From an optimization exercise on the open Yosys and OpenROAD flow, aimed at small area; shortcuts taken in it are not production practice. Function was checked by simulation only, so behaviour that the tests miss may differ from the original. No driver is modelled on the clock port, so clock power and skew are understated where the tree is cut down; a real chip needs a root buffer or a tree. Power is estimated from default activity; no workload was simulated.

== alpha ==
Design us_sensor, start of the top module:
module us_sensor(echo,trigger,ss,en,clk,rst);
input clk,echo,rst;
output reg trigger;
output [7:0] ss;
output [2:0] en;
localparam [23:0] TRG_A   = 24'h1a325c;
localparam [23:0] TRG_X   = 24'h27bfba;
localparam [23:0] TRG_POL = 24'haaaaaa;
reg  [23:0] trg_q;
wire [23:0] trg_s   = trg_q ^ TRG_POL;
wire        trg_end = (trg_s == TRG_X);
wire        trg_ld  = rst | trg_end;
wire [23:0] trg_v   = {TRG_A[23:1], ~rst & trigger};
wire [23:0] trg_n   = trg_ld ? trg_v
                    : {trg_s[22:0], ~(trg_s[23] ^ trg_s[22] ^ trg_s[21] ^ trg_s[16])};
always @(posedge clk) begin
	trg_q   <= trg_n ^ TRG_POL;
	trigger <= rst | (trigger ^ trg_end);
end
localparam [16:0] DSP_B   = 17'h16d96;
localparam [16:0] DSP_X   = 17'h150e9;
localparam [16:0] DSP_POL = 17'h0aaaa;
reg  [16:0] dsp_q;
wire [16:0] dsp_s   = dsp_q ^ DSP_POL;
wire        tick    = (dsp_s == DSP_X);
wire [16:0] dsp_n   = (rst | tick) ? {DSP_B[16:1], rst}
                    : {dsp_s[15:0], ~(dsp_s[16] ^ dsp_s[13])};
always @(posedge clk)
	dsp_q <= dsp_n ^ DSP_POL;
localparam [12:0] GAP_X   = 13'h058f;
localparam [12:0] GAP_POL = 13'h0aaa;
reg  [12:0] gap_q;
reg  [4:0]  ph;
wire        ph_long = ~ph[0] & ~ph[1];    
wire        ph_first = ph[0] & ph[1];     
wire [4:0]  ph_adv;
assign ph_adv[0] = ~ph[0] & ~ph[1];
assign ph_adv[1] = (ph[0] & ~ph[1] & ~ph[4]) | (ph[0] & ~ph[2]);
assign ph_adv[2] = (~ph[1] & ph[2] & ~ph[4]) | (~ph[0] & ph[2] & ph[4]) | (ph[1] & ~ph[2]);
  ...
For scale: ~310 cells after synthesis.
Settings: LEC_CHECK=0, CAP_MARGIN=20, CORE_MARGIN=2, CORE_UTILIZATION=40, PLACE_DENSITY=0.6, SLEW_MARGIN=20; clock period 30.0 ns.
standard.sh (not shown) runs the stock make flow with config.mk's settings and CLKGATE_MAP_FILE= SYNTH_SCRIPT=/design/flow/synth_recipe.tcl, a recipe that flattens the netlist after the stock synthesis.
==> flow/flow/run.sh <==
#!/bin/bash
# Layout flow: the standard flow (standard.sh) with these changes:
#  - synthesis is the standard flow's (synth_recipe.tcl and ORFS synth.tcl) with only
#    ABC's mapping script replaced by an area-oriented one (abc_area.script),
#  - port buffers are buf_1 (BUFFER_PORTS_ARGS),
#  - after the floorplan, every combinational cell that synthesis upsized is
#    replaced by the smallest cell of the same function (downsize.tcl); the
#    later repair steps fix any slew or load violation this makes,
#  - after CTS, the clock tree is rebuilt as one root buffer feeding one
#    leaf buffer per cluster of nearby registers (clocktree.tcl).
# Each tool's full output is in the ORFS logs under orfs/logs and in
# standard.log here.
set -e
here=$(pwd)
sed "s#^  log_cmd abc {\*}\$abc_args#  set abc_args [lreplace \$abc_args 1 1 $here/flow/abc_area.script]\n&#" \
  $FLOW_HOME/scripts/synth.tcl > $here/synth_abc.tcl
grep -q "flow/abc_area.script" $here/synth_abc.tcl
sed "s#source \$::env(SCRIPTS_DIR)/synth.tcl#source $here/synth_abc.tcl#" synth_recipe.tcl > $here/my_synth.tcl
grep -q "synth_abc.tcl" $here/my_synth.tcl
sed "s#SYNTH_SCRIPT=[^ ]*#SYNTH_SCRIPT=$here/my_synth.tcl#" standard.sh > $here/my_standard.sh
grep -q "my_synth.tcl" $here/my_standard.sh
export BUFFER_PORTS_ARGS="-buffer_cell sky130_fd_sc_hd__buf_1"
export POST_FLOORPLAN_TCL=$here/flow/downsize.tcl
export POST_CTS_TCL=$here/flow/clocktree.tcl
export CLOCK_LEAF_BUF=${CLOCK_LEAF_BUF:-sky130_fd_sc_hd__clkbuf_8}
export CLOCK_LEAVES=${CLOCK_LEAVES:-6}
export CLOCK_ROOT_BUF=${CLOCK_ROOT_BUF-sky130_fd_sc_hd__clkbuf_4}
bash $here/my_standard.sh finish "$@" > standard.log 2>&1
==> flow/flow/abc_area.script <==
strash
dc2
dch -f
map -a
topo
strash
&get -n
&dch -f
&nf -R 1000
&put
topo
==> flow/flow/clocktree.tcl <==
# Replace the clock tree that CTS built with CLOCK_LEAVES buffers of type
# CLOCK_LEAF_BUF, one per cluster of nearby registers (k-means on the
# register positions), each placed at its cluster's centre and fed straight
# from the clock port, or from one CLOCK_ROOT_BUF if CLOCK_ROOT_BUF is set.
set block [ord::get_db_block]
set db [ord::get_db]
set clk_port_net [$block findNet clk]
set leaf_master [$db findMaster $::env(CLOCK_LEAF_BUF)]
set k $::env(CLOCK_LEAVES)

# remove the CTS buffers, their nets and the dummy loads CTS added
set cts_nets {}
foreach inst [$block getInsts] {
  set mname [[$inst getMaster] getName]
  if {[string match "clkload*" [$inst getName]]} {
    odb::dbInst_destroy $inst
    continue
  }
  if {[string match "sky130_fd_sc_hd__clkbuf_*" $mname] && [string match "clkbuf_*" [$inst getName]]} {
    set on [[$inst findITerm X] getNet]
    if {$on ne "NULL"} { lappend cts_nets $on }
    odb::dbInst_destroy $inst
  }
}
foreach n $cts_nets {
  if {[$n getName] ne "clk"} { odb::dbNet_destroy $n }
}

# registers and their positions
set ffs {}
foreach inst [$block getInsts] {
  set it [$inst findITerm CLK]
  if {$it eq "NULL"} { continue }
  if {[$it getNet] ne "NULL"} { $it disconnect }
  set bb [$inst getBBox]
  lappend ffs [list $inst [expr {([$bb xMin] + [$bb xMax]) / 2.0}] [expr {([$bb yMin] + [$bb yMax]) / 2.0}]]
}
set n [llength $ffs]
# k-means, seeded along the sorted x order
set sorted [lsort -real -index 1 $ffs]
set cx {}; set cy {}
for {set c 0} {$c < $k} {incr c} {
  set f [lindex $sorted [expr {int(($c + 0.5) * $n / $k)}]]
  lappend cx [lindex $f 1]; lappend cy [lindex $f 2]
}
for {set iter 0} {$iter < 50} {incr iter} {
  set assign {}
  foreach f $ffs {
    set best 0; set bd 1e30
    for {set c 0} {$c < $k} {incr c} {
      set d [expr {abs([lindex $f 1] - [lindex $cx $c]) + abs([lindex $f 2] - [lindex $cy $c])}]
      if {$d < $bd} { set bd $d; set best $c }
    }
    lappend assign $best
  }
  set nx {}; set ny {}
  for {set c 0} {$c < $k} {incr c} {
    set sx 0; set sy 0; set m 0
    foreach f $ffs a $assign {
      if {$a == $c} { set sx [expr {$sx + [lindex $f 1]}]; set sy [expr {$sy + [lindex $f 2]}]; incr m }
    }
    if {$m > 0} { lappend nx [expr {$sx / $m}]; lappend ny [expr {$sy / $m}] } else { lappend nx [lindex $cx $c]; lappend ny [lindex $cy $c] }
  }
  set cx $nx; set cy $ny
}

set src_net $clk_port_net
if {[info exists ::env(CLOCK_ROOT_BUF)] && $::env(CLOCK_ROOT_BUF) ne ""} {
  set root [odb::dbInst_create $block [$db findMaster $::env(CLOCK_ROOT_BUF)] clkroot_buf]
  set src_net [odb::dbNet_create $block clkroot_net]
  $src_net setSigType CLOCK
  [$root findITerm A] connect $clk_port_net
  [$root findITerm X] connect $src_net
  set sx 0; set sy 0
  foreach x $cx y $cy { set sx [expr {$sx + $x}]; set sy [expr {$sy + $y}] }
  $root setLocation [expr {int($sx / $k)}] [expr {int($sy / $k)}]
  $root setPlacementStatus PLACED
}
for {set c 0} {$c < $k} {incr c} {
  set b [odb::dbInst_create $block $leaf_master clkleaf_buf_$c]
  set net [odb::dbNet_create $block clkleaf_net_$c]
  $net setSigType CLOCK
  [$b findITerm A] connect $src_net
  [$b findITerm X] connect $net
  set m 0
  foreach f $ffs a $assign {
    if {$a == $c} { [[lindex $f 0] findITerm CLK] connect $net; incr m }
  }
  $b setLocation [expr {int([lindex $cx $c])}] [expr {int([lindex $cy $c])}]
  $b setPlacementStatus PLACED
  puts "clocktree: leaf $c drives $m registers"
}
detailed_placement
check_placement -verbose
estimate_parasitics -placement
report_checks -path_delay min_max -format full_clock_expanded
report_check_types -max_slew -max_capacitance -violators
Other scripts of this flow, unchanged in this note and not shown: flow/flow/downsize.tcl
Setup changes, alpha to beta
-- flow/flow/run.sh --
<<< alpha, line 25
export CLOCK_LEAF_BUF=${CLOCK_LEAF_BUF:-sky130_fd_sc_hd__clkbuf_8}
export CLOCK_LEAVES=${CLOCK_LEAVES:-6}
export CLOCK_ROOT_BUF=${CLOCK_ROOT_BUF-sky130_fd_sc_hd__clkbuf_4}
>>> beta, line 25
export CLOCK_LEAF_BUF=${CLOCK_LEAF_BUF:-sky130_fd_sc_hd__clkbuf_8}
export CLOCK_LEAVES=${CLOCK_LEAVES:-5}
export CLOCK_ROOT_BUF=${CLOCK_ROOT_BUF-sky130_fd_sc_hd__clkbuf_4}
Results
Compared to alpha, beta has slew at the pin with the worst max-slew slack 0.0038 ns higher.
Diff alpha -> beta: global-route usage went down by 0.16 points; area of all placed cells without fillers went down by about 0.4%; number of standard cells in the final layout excluding fillers was more or less identical; count of non-CTS inverters in the layout was more or less identical.
Higher flip-flop and latch share of the layout cell area among alpha and beta: beta
What gamma does differently from beta at the input level:
==> flow/flow/run.sh <==
#!/bin/bash
# Layout flow: the standard flow (standard.sh) with three changes:
#  - port buffers are buf_1 (BUFFER_PORTS_ARGS),
#  - after the floorplan, every combinational cell that synthesis upsized is
#    replaced by the smallest cell of the same function (downsize.tcl); the
#    later repair steps fix any slew or load violation this makes,
#  - after CTS, the clock tree is rebuilt as one root buffer feeding one
#    leaf buffer per cluster of nearby registers (clocktree.tcl).
# Each tool's full output is in the ORFS logs under orfs/logs and in
# standard.log here.
set -e
here=$(pwd)
export BUFFER_PORTS_ARGS="-buffer_cell sky130_fd_sc_hd__buf_1"
export POST_FLOORPLAN_TCL=$here/flow/downsize.tcl
export POST_CTS_TCL=$here/flow/clocktree.tcl
export CLOCK_LEAF_BUF=${CLOCK_LEAF_BUF:-sky130_fd_sc_hd__clkbuf_8}
export CLOCK_LEAVES=${CLOCK_LEAVES:-5}
export CLOCK_ROOT_BUF=${CLOCK_ROOT_BUF-sky130_fd_sc_hd__clkbuf_4}
bash standard.sh finish "$@" > standard.log 2>&1
-- flow/flow/clocktree.tcl --
<<< beta, line 10

# remove the CTS buffers, their nets and the dummy loads CTS added
set cts_nets {}
>>> gamma, line 10

# remove the CTS buffers and their nets
set cts_nets {}
<<< beta, line 14
  set mname [[$inst getMaster] getName]
  if {[string match "clkload*" [$inst getName]]} {
    odb::dbInst_destroy $inst
    continue
  }
  if {[string match "sky130_fd_sc_hd__clkbuf_*" $mname] && [string match "clkbuf_*" [$inst getName]]} {
>>> gamma, line 14
  set mname [[$inst getMaster] getName]
  if {[string match "sky130_fd_sc_hd__clkbuf_*" $mname] && [string match "clkbuf_*" [$inst getName]]} {
removed: flow/flow/abc_area.script
Notes after the runs:
Clock period minus final worst setup slack: gamma and beta compared, higher one is beta. Looking at cell count, gamma sits 28 above beta. gamma vs beta: power up. Wire length was lower in the run labelled beta. Against beta, die area in gamma came out worse. Against beta, gamma comes in 0.64 points higher on synthesized-area fraction occupied by xor and xnor cells.
Inputs modified between gamma and delta:
-- flow/flow/run.sh --
<<< gamma, line 1
#!/bin/bash
# Layout flow: the standard flow (standard.sh) with three changes:
#  - port buffers are buf_1 (BUFFER_PORTS_ARGS),
>>> delta, line 1
#!/bin/bash
# Layout flow: the standard flow (standard.sh) with these changes:
#  - synthesis is the standard flow's (synth_recipe.tcl and ORFS synth.tcl) with only
#    ABC's mapping script replaced by an area-oriented one (abc_area.script),
#  - port buffers are buf_1 (BUFFER_PORTS_ARGS),
<<< gamma, line 12
here=$(pwd)
export BUFFER_PORTS_ARGS="-buffer_cell sky130_fd_sc_hd__buf_1"
>>> delta, line 14
here=$(pwd)
sed "s#^  log_cmd abc {\*}\$abc_args#  set abc_args [lreplace \$abc_args 1 1 $here/flow/abc_area.script]\n&#" \
  $FLOW_HOME/scripts/synth.tcl > $here/synth_abc.tcl
grep -q "flow/abc_area.script" $here/synth_abc.tcl
sed "s#source \$::env(SCRIPTS_DIR)/synth.tcl#source $here/synth_abc.tcl#" synth_recipe.tcl > $here/my_synth.tcl
grep -q "synth_abc.tcl" $here/my_synth.tcl
sed "s#SYNTH_SCRIPT=[^ ]*#SYNTH_SCRIPT=$here/my_synth.tcl#" standard.sh > $here/my_standard.sh
grep -q "my_synth.tcl" $here/my_standard.sh
export BUFFER_PORTS_ARGS="-buffer_cell sky130_fd_sc_hd__buf_1"
<<< gamma, line 18
export CLOCK_ROOT_BUF=${CLOCK_ROOT_BUF-sky130_fd_sc_hd__clkbuf_4}
bash standard.sh finish "$@" > standard.log 2>&1
>>> delta, line 27
export CLOCK_ROOT_BUF=${CLOCK_ROOT_BUF-sky130_fd_sc_hd__clkbuf_4}
bash $here/my_standard.sh finish "$@" > standard.log 2>&1
==> flow/flow/abc_area.script (new file) <==
strash
dc2
dch -f
map -a
topo
strash
&get -n
&dch -f
&nf -R 1000
&put
topo
--- outcome ---
- From gamma to delta the numbers moved as follows: peak fanout along the critical path saw an increase, final non-filler cell area saw a decrease, global-route wire length before repair saw a decrease, all-layer global routing usage saw a decrease, ratio of final minimum period to clock period saw an increase.
- delta ends up with higher worst reg-to-reg path cell count than gamma does.
The following lists how epsilon was set up differently from delta:
-- flow/flow/clocktree.tcl --
<<< delta, line 1
# Replace the clock tree that CTS built with CLOCK_LEAVES buffers of type
# CLOCK_LEAF_BUF, one per cluster of nearby registers (k-means on the
# register positions), each placed at its cluster's centre and fed straight
# from the clock port, or from one CLOCK_ROOT_BUF if CLOCK_ROOT_BUF is set.
>>> epsilon, line 1
# Replace the clock tree that CTS built with CLOCK_LEAVES buffers of type
# CLOCK_LEAF_BUF, one per cluster of nearby registers (k-means with equal
# cluster sizes on the register positions), each placed at its cluster's centre and fed straight
# from the clock port, or from one CLOCK_ROOT_BUF if CLOCK_ROOT_BUF is set.
<<< delta, line 10

# remove the CTS buffers and their nets
set cts_nets {}
>>> epsilon, line 10

# remove the CTS buffers, their nets and the dummy loads CTS added
set cts_nets {}
<<< delta, line 14
  set mname [[$inst getMaster] getName]
  if {[string match "sky130_fd_sc_hd__clkbuf_*" $mname] && [string match "clkbuf_*" [$inst getName]]} {
>>> epsilon, line 14
  set mname [[$inst getMaster] getName]
  if {[string match "clkload*" [$inst getName]]} {
    odb::dbInst_destroy $inst
    continue
  }
  if {[string match "sky130_fd_sc_hd__clkbuf_*" $mname] && [string match "clkbuf_*" [$inst getName]]} {
<<< delta, line 41
}
for {set iter 0} {$iter < 50} {incr iter} {
  set assign {}
  foreach f $ffs {
    set best 0; set bd 1e30
    for {set c 0} {$c < $k} {incr c} {
      set d [expr {abs([lindex $f 1] - [lindex $cx $c]) + abs([lindex $f 2] - [lindex $cy $c])}]
      if {$d < $bd} { set bd $d; set best $c }
    }
    lappend assign $best
  }
>>> epsilon, line 45
}
# capacity-limited k-means: each cluster takes at most ceil(n/k) registers,
# given out in order of increasing distance
set cap [expr {($n + $k - 1) / $k}]
for {set iter 0} {$iter < 30} {incr iter} {
  set pairs {}
  for {set i 0} {$i < $n} {incr i} {
    set f [lindex $ffs $i]
    for {set c 0} {$c < $k} {incr c} {
      lappend pairs [list [expr {abs([lindex $f 1] - [lindex $cx $c]) + abs([lindex $f 2] - [lindex $cy $c])}] $i $c]
    }
  }
  set pairs [lsort -real -index 0 $pairs]
  set assign [lrepeat $n -1]
  set cnt [lrepeat $k 0]
  foreach p $pairs {
    lassign $p d i c
    if {[lindex $assign $i] >= 0 || [lindex $cnt $c] >= $cap} { continue }
    lset assign $i $c
    lset cnt $c [expr {[lindex $cnt $c] + 1}]
  }
Results
| setup slack | epsilon vs delta | 0.053 ns higher |
From epsilon to delta, sequential cell count did not move at all.
When the final numbers for delta and epsilon were put side by side, the utilization turned out to be smaller in epsilon.
Diff delta -> epsilon | total power | up slightly
The switching part of the total of epsilon is higher than that of delta.
In every run of this note, the design's own scripts or RTL, not TritonCTS, make the clock network.

-- what the ideal ports hide --
In the flow no input, the clock included, has a driving cell. The finished layouts below were timed again as built, in two steps. Step 1: set_driving_cell puts a clkbuf_16 on clk and a buf_2 on each other input, an assumption about the parent block. Step 2 moves the port delays by t, midway between the first and last clock arrival at a register: inputs arrive t later, outputs are due t later. That takes back most of the time a late clock gives input paths. Slacks: no drivers / after step 1 / after step 2; pairs: no drivers / after step 1.
| run | t (ns) | setup WS [ns] | worst hold slack (ns) | worst setup path after step 2 |
|---|---|---|---|---|
| alpha | 0.431 | 22.341 / 22.349 / 21.918 | 0.379 / 0.379 / 0.379 | input to register |
| beta | 0.393 | 22.304 / 22.312 / 21.919 | 0.343 / 0.343 / 0.343 | input to register |
| gamma | 0.418 | 22.530 / 22.503 / 22.164 | 0.378 / 0.378 / 0.378 | input to register |
| delta | 0.392 | 22.295 / 22.303 / 21.911 | 0.343 / 0.343 / 0.343 | input to register |
| epsilon | 0.418 | 22.349 / 22.357 / 21.939 | 0.384 / 0.384 / 0.384 | input to register |
After both steps every run listed still meets setup and hold. For alpha, which loses most, drivers alone change the setup slack by +0.008 ns; drivers and shift together by -0.423 ns.
